This design comes from an exercise in tuning for small area, a short achievable clock period and few clock cycles per item on the open sky130 flow, not from production work.
Where RTL was checked, it was by simulation tests only, not by an equivalence proof against the original.

## run G
Design verilog_multiplier, start of the top module:
module verilog_multiplier(clk, rst, ready, op1, op2, res, done);
For scale: about 100 I/O pins.
Settings: LEC_CHECK=0, CAP_MARGIN=20, CORE_MARGIN=2, CORE_UTILIZATION=60, SETUP_SLACK_MARGIN=2.0, SLEW_MARGIN=20; clock period 8.0 ns.
standard.sh (not shown) runs the stock make flow with config.mk's settings and CLKGATE_MAP_FILE= SYNTH_SCRIPT=/design/flow/synth_recipe.tcl, a recipe that flattens the netlist after the stock synthesis.
==> flow/flow/run.sh <==
#!/bin/bash
# Own flow: the standard layout, except that synthesis runs Yosys's fine
# stage without its early "abc -fast", so that extract_fa finds the design's
# full adders as written (no inverter between adders). The standard synthesis
# runs first; its register names are given to the own netlist's registers,
# and the standard netlist is used as it is if the registers do not match.
set -uo pipefail
W=$(pwd)
R=$W/orfs/results/$FLOW_PLATFORM/verilog_multiplier/base
bash standard.sh synth > log_standard_synth.txt 2>&1 || exit 1
cp "$R/1_2_yosys.v" "$W/ref_1_2_yosys.v"
sed '1s/.*/proc synth {args} { if {[lsearch -glob $args "fine:*"] >= 0} { yosys synth -nofsm -noshare -noabc {*}$args } else { yosys synth -nofsm -noshare {*}$args } }/' synth_recipe.tcl > own_synth.tcl
sed "s|SYNTH_SCRIPT=[^ ]*|SYNTH_SCRIPT=$W/own_synth.tcl|" standard.sh > own_standard.sh
if bash own_standard.sh do-yosys > log_own_synth.txt 2>&1 \
   && python3 flow/rename.py "$W/ref_1_2_yosys.v" "$R/1_2_yosys.v" "$W/own_1_2_yosys.v" > log_rename.txt 2>&1; then
  cp "$W/own_1_2_yosys.v" "$R/1_2_yosys.v"
  echo "own synthesis used" >> log_rename.txt
else
  cp "$W/ref_1_2_yosys.v" "$R/1_2_yosys.v"
  echo "standard synthesis used" >> log_rename.txt
fi
rm -f "$R/1_synth.odb" "$R/1_synth.sdc"
bash standard.sh "BUFFER_PORTS_ARGS=-buffer_cell sky130_fd_sc_hd__buf_4" finish > log_standard_finish.txt 2>&1
Other scripts of this flow, unchanged in this note and not shown: flow/flow/rename.py
For run H, these inputs were changed with respect to run G:
# run G
export LEC_CHECK = 0
export CAP_MARGIN = 20
export CORE_MARGIN = 2
export CORE_UTILIZATION = 60
export SETUP_SLACK_MARGIN = 2.0
export SLEW_MARGIN = 20
create_clock -name core_clock -period 8.0 [get_ports {clk}]
# run H
export LEC_CHECK = 0
export CAP_MARGIN = 20
export CORE_MARGIN = 2
export CORE_UTILIZATION = 60
export SETUP_SLACK_MARGIN = 2.5
export SLEW_MARGIN = 20
create_clock -name core_clock -period 8.0 [get_ports {clk}]
==> summary.txt <==
- The global-route usage of run H is higher than that of run G.
- Relative to run G, multi-input logic portion of the cell area has gone down in run H.
- Run H does worse than run G on area of all placed cells without fillers.
- Against run G, run H comes in 1 higher on antenna diode count.
- Compared to run G, run H has wire length 2400 µm higher.
- Run H has post-layout minimum cycle time below what run G had.
Function was not checked in any run of this note: the RTL went through the layout flow alone.


Another version of the RTL of verilog_multiplier (not shown whole).
Size in the first run: roughly 110 flip-flops, roughly 100 I/O pins.
clock: 8.0 ns
lec_check: 0
cap_margin: 20
core_margin: 2
core_utilization: 40
setup_slack_margin: 2.5
slew_margin: 20
run.sh (not shown) runs the stock make flow with config.mk's settings and CLKGATE_MAP_FILE= SYNTH_SCRIPT=/design/flow/synth_recipe.tcl, a recipe that flattens the netlist after the stock synthesis.
Stock flow here: none of the scripts above is used.
The first run finished with timing, DRC and antenna clean.
Edit:
- SETUP_SLACK_MARGIN: 2.5 -> 1.5
Outcome: The new run completed with no timing, DRC or antenna violations. Die area stays the same. Flip-flop and latch count is unchanged. Clock-buffer cell count shrinks by 2. Final area falls by 3.8%. Cell count drops by 1.2%. Setup slack is better by 0.13 ns.
Function was not checked in any run of this note: the RTL went through the layout flow alone.


Another version of the RTL of verilog_multiplier (not shown whole).
Size: about 120 flip-flops, roughly 100 I/O pins.
==> flow/design.v (excerpt) <==
module verilog_multiplier(clk, rst, ready, op1, op2, res, done);
    input wire clk, rst;
    input wire ready;
    input wire [31:0] op1, op2;
    output wire [31:0] res;
    output reg done;
    localparam IDLE = 2'd0, R0 = 2'd1, LSH = 2'd2, RSH = 2'd3;
    reg [1:0] st;
    reg [47:0] S;
    reg [47:16] C;
    reg        ccl;
    reg [9:0]  E;        
    reg        sgn, fnan, fz, fpay;
    reg        rndr;     
    reg [21:0] pay;      
    wire e1z = (op1[30:23] == 8'd0);
    wire e2z = (op2[30:23] == 8'd0);
    wire e1f = (op1[30:23] == 8'hff);
    wire e2f = (op2[30:23] == 8'hff);
    wire f1z = (op1[22:0] == 23'd0);
    wire f2z = (op2[22:0] == 23'd0);
    wire zero1 = e1z & f1z, zero2 = e2z & f2z;
    wire inf1 = e1f & f1z, inf2 = e2f & f2z;
    wire nan1 = e1f & ~f1z, nan2 = e2f & ~f2z;
    wire qnan = (zero1 & inf2) | (inf1 & zero2);
    wire nanx = ~qnan & (nan1 | nan2);           
    wire zerox = ~(e1f | e2f) & (zero1 | zero2);  
    wire infx = qnan | (~nan1 & ~nan2 & ~zero1 & ~zero2 & (inf1 | inf2));
    wire special = zero1 | zero2 | e1f | e2f;
    wire [8:0] esum = {1'b0, op1[30:24], op1[23] | e1z} + {1'b0, op2[30:24], op2[23] | e2z};
    wire [9:0] e_in = {1'b0, esum} - 10'd127;
    wire fast = special | (~e1z & ~e2z & (esum >= 9'd128));
    wire [23:0] a = {~e1z, op1[22:0]};
    wire [23:0] b = {~e2z, op2[22:0]};
    wire [47:0] tree_s, tree_c;
    wire [15:0] t_lo;
    wire t_cl;
    wire [47:23] t_ha;
    wire [46:23] t_hb;
    wire idle = (st == IDLE);    
    wire rnd;
  ...
export LEC_CHECK = 0
export CAP_MARGIN = 20
export CORE_MARGIN = 2
export CORE_UTILIZATION = 60
export GPL_ROUTABILITY_DRIVEN = 0
export SETUP_SLACK_MARGIN = 2.0
export SLEW_MARGIN = 20
create_clock -name core_clock -period 8.0 [get_ports {clk}]
standard.sh (not shown) runs the stock make flow with config.mk's settings and CLKGATE_MAP_FILE= SYNTH_SCRIPT=/design/flow/synth_recipe.tcl, a recipe that flattens the netlist after the stock synthesis.
==> flow/flow/run.sh <==
#!/bin/bash
# Own flow: the standard layout, except that synthesis runs Yosys's fine
# stage without its early "abc -fast", so that extract_fa finds the design's
# full adders as written (no inverter between adders). The standard synthesis
# runs first; its register names are given to the own netlist's registers,
# and the standard netlist is used as it is if the registers do not match.
set -uo pipefail
W=$(pwd)
R=$W/orfs/results/$FLOW_PLATFORM/verilog_multiplier/base
bash standard.sh synth > log_standard_synth.txt 2>&1 || exit 1
cp "$R/1_2_yosys.v" "$W/ref_1_2_yosys.v"
sed '1s/.*/proc synth {args} { if {[lsearch -glob $args "fine:*"] >= 0} { yosys synth -nofsm -noshare -noabc {*}$args } else { yosys synth -nofsm -noshare {*}$args } }/' synth_recipe.tcl > own_synth.tcl
sed "s|SYNTH_SCRIPT=[^ ]*|SYNTH_SCRIPT=$W/own_synth.tcl|" standard.sh > own_standard.sh
if bash own_standard.sh do-yosys > log_own_synth.txt 2>&1 \
   && python3 flow/rename.py "$W/ref_1_2_yosys.v" "$R/1_2_yosys.v" "$W/own_1_2_yosys.v" > log_rename.txt 2>&1; then
  cp "$W/own_1_2_yosys.v" "$R/1_2_yosys.v"
  echo "own synthesis used" >> log_rename.txt
else
  cp "$W/ref_1_2_yosys.v" "$R/1_2_yosys.v"
  echo "standard synthesis used" >> log_rename.txt
fi
rm -f "$R/1_synth.odb" "$R/1_synth.sdc"
bash standard.sh "BUFFER_PORTS_ARGS=-buffer_cell sky130_fd_sc_hd__buf_2" finish > log_standard_finish.txt 2>&1
Other scripts of this flow, unchanged in this note and not shown: flow/flow/rename.py
The first run produced a clean layout.
Testbench counts at the start, summed over its fixed seeds: cycles 6,400, items 3,200.
Rerun with:
Settings changed: GPL_ROUTABILITY_DRIVEN 0 to not set, SETUP_SLACK_MARGIN 2.0 to 2.25, TNS_END_PERCENT set to 20.
=>
- hold slack gains 0.0060 ns
- routed wire length went up by 3.2%
- flip-flop and latch count stays the same
- via count went up by 1.7%
- count of clock-buffer cells in the layout went up by 2
Rerun with:
Settings changed: CTS_BUF_LIST set to sky130_fd_sc_hd__clkbuf_4 sky130_fd_sc_hd__clkbuf_8.
Effect: Hold slack improves by 0.0044 ns. Setup slack degrades by 0.015 ns. Sequential cell count is unchanged. Final area came out lower by 0.82%. Final cell count barely changes. Routed wire length came out lower by 0.39%. Fmax barely changes.
Rerun with:
Settings changed: CTS_BUF_LIST sky130_fd_sc_hd__clkbuf_4 sky130_fd_sc_hd__clkbuf_8 to not set, PLACE_DENSITY set to 0.8, SETUP_SLACK_MARGIN 2.25 to 2.0, TNS_END_PERCENT 20 to not set.
Routed wire length drops by 4.5%. Die area is unchanged. Cell count came out lower by 0.62%. Synthesized area does not change. Global-route usage came out lower by 1.4 points.

## re-timing with driven ports
Ports are ideal in the flow. The routed layouts listed here were re-timed in OpenROAD.
Step 1 (the two cells are an assumption about what drives the block):
set clk [get_ports {clk}]
set_driving_cell -lib_cell sky130_fd_sc_hd__clkbuf_16 $clk
set_driving_cell -lib_cell sky130_fd_sc_hd__buf_2 [delete_from_list [all_inputs] $clk]
Step 2 adds t to the input delays and takes it off the output delays; t is the mean of the earliest and latest rising clock arrival at the registers after step 1. Input paths then give back, and output paths get back, about the clock's delay inside the block.
Slacks: ideal ports / drivers / drivers and shift; pairs: ideal ports / drivers.
| run | t (ns) | setup slack, ns | worst hold slack (ns) | worst slew at a driven data input, ns | pins driven straight from the clock port |
|---|---|---|---|---|---|
| run G | 0.484 | 2.098 / 2.106 / 1.621 | 0.525 / 0.525 / 0.525 | 0.09 | 1 |
| run H | 0.491 | 2.291 / 2.129 / 1.637 | 0.536 / 0.536 / 0.536 | 0.21 | 1 |
| the first run of note 2 | 0.417 | 1.305 / 1.257 / 1.675 | 0.506 / 0.506 / 0.506 | 0.08 | 1 |
| the second run of note 2 | 0.406 | 1.436 / 1.392 / 1.286 | 0.478 / 0.478 / 0.478 | 0.08 | 1 |
| the first run of note 3 | 0.471 | 2.094 / 2.123 / 1.652 | 0.459 / 0.459 / 0.459 | 0.04 | 1 |
| the second run of note 3 | 0.478 | 2.324 / 2.333 / 1.873 | 0.465 / 0.465 / 0.465 | 0.05 | 1 |
| the third run of note 3 | 0.509 | 2.309 / 2.320 / 1.828 | 0.470 / 0.470 / 0.470 | 0.06 | 1 |
| the fourth run of note 3 | 0.466 | 2.116 / 2.140 / 1.675 | 0.464 / 0.464 / 0.464 | 0.05 | 1 |
After both steps every run listed still meets setup and hold. For run H, which loses most, drivers alone change the setup slack by -0.162 ns; drivers and shift together by -0.654 ns.
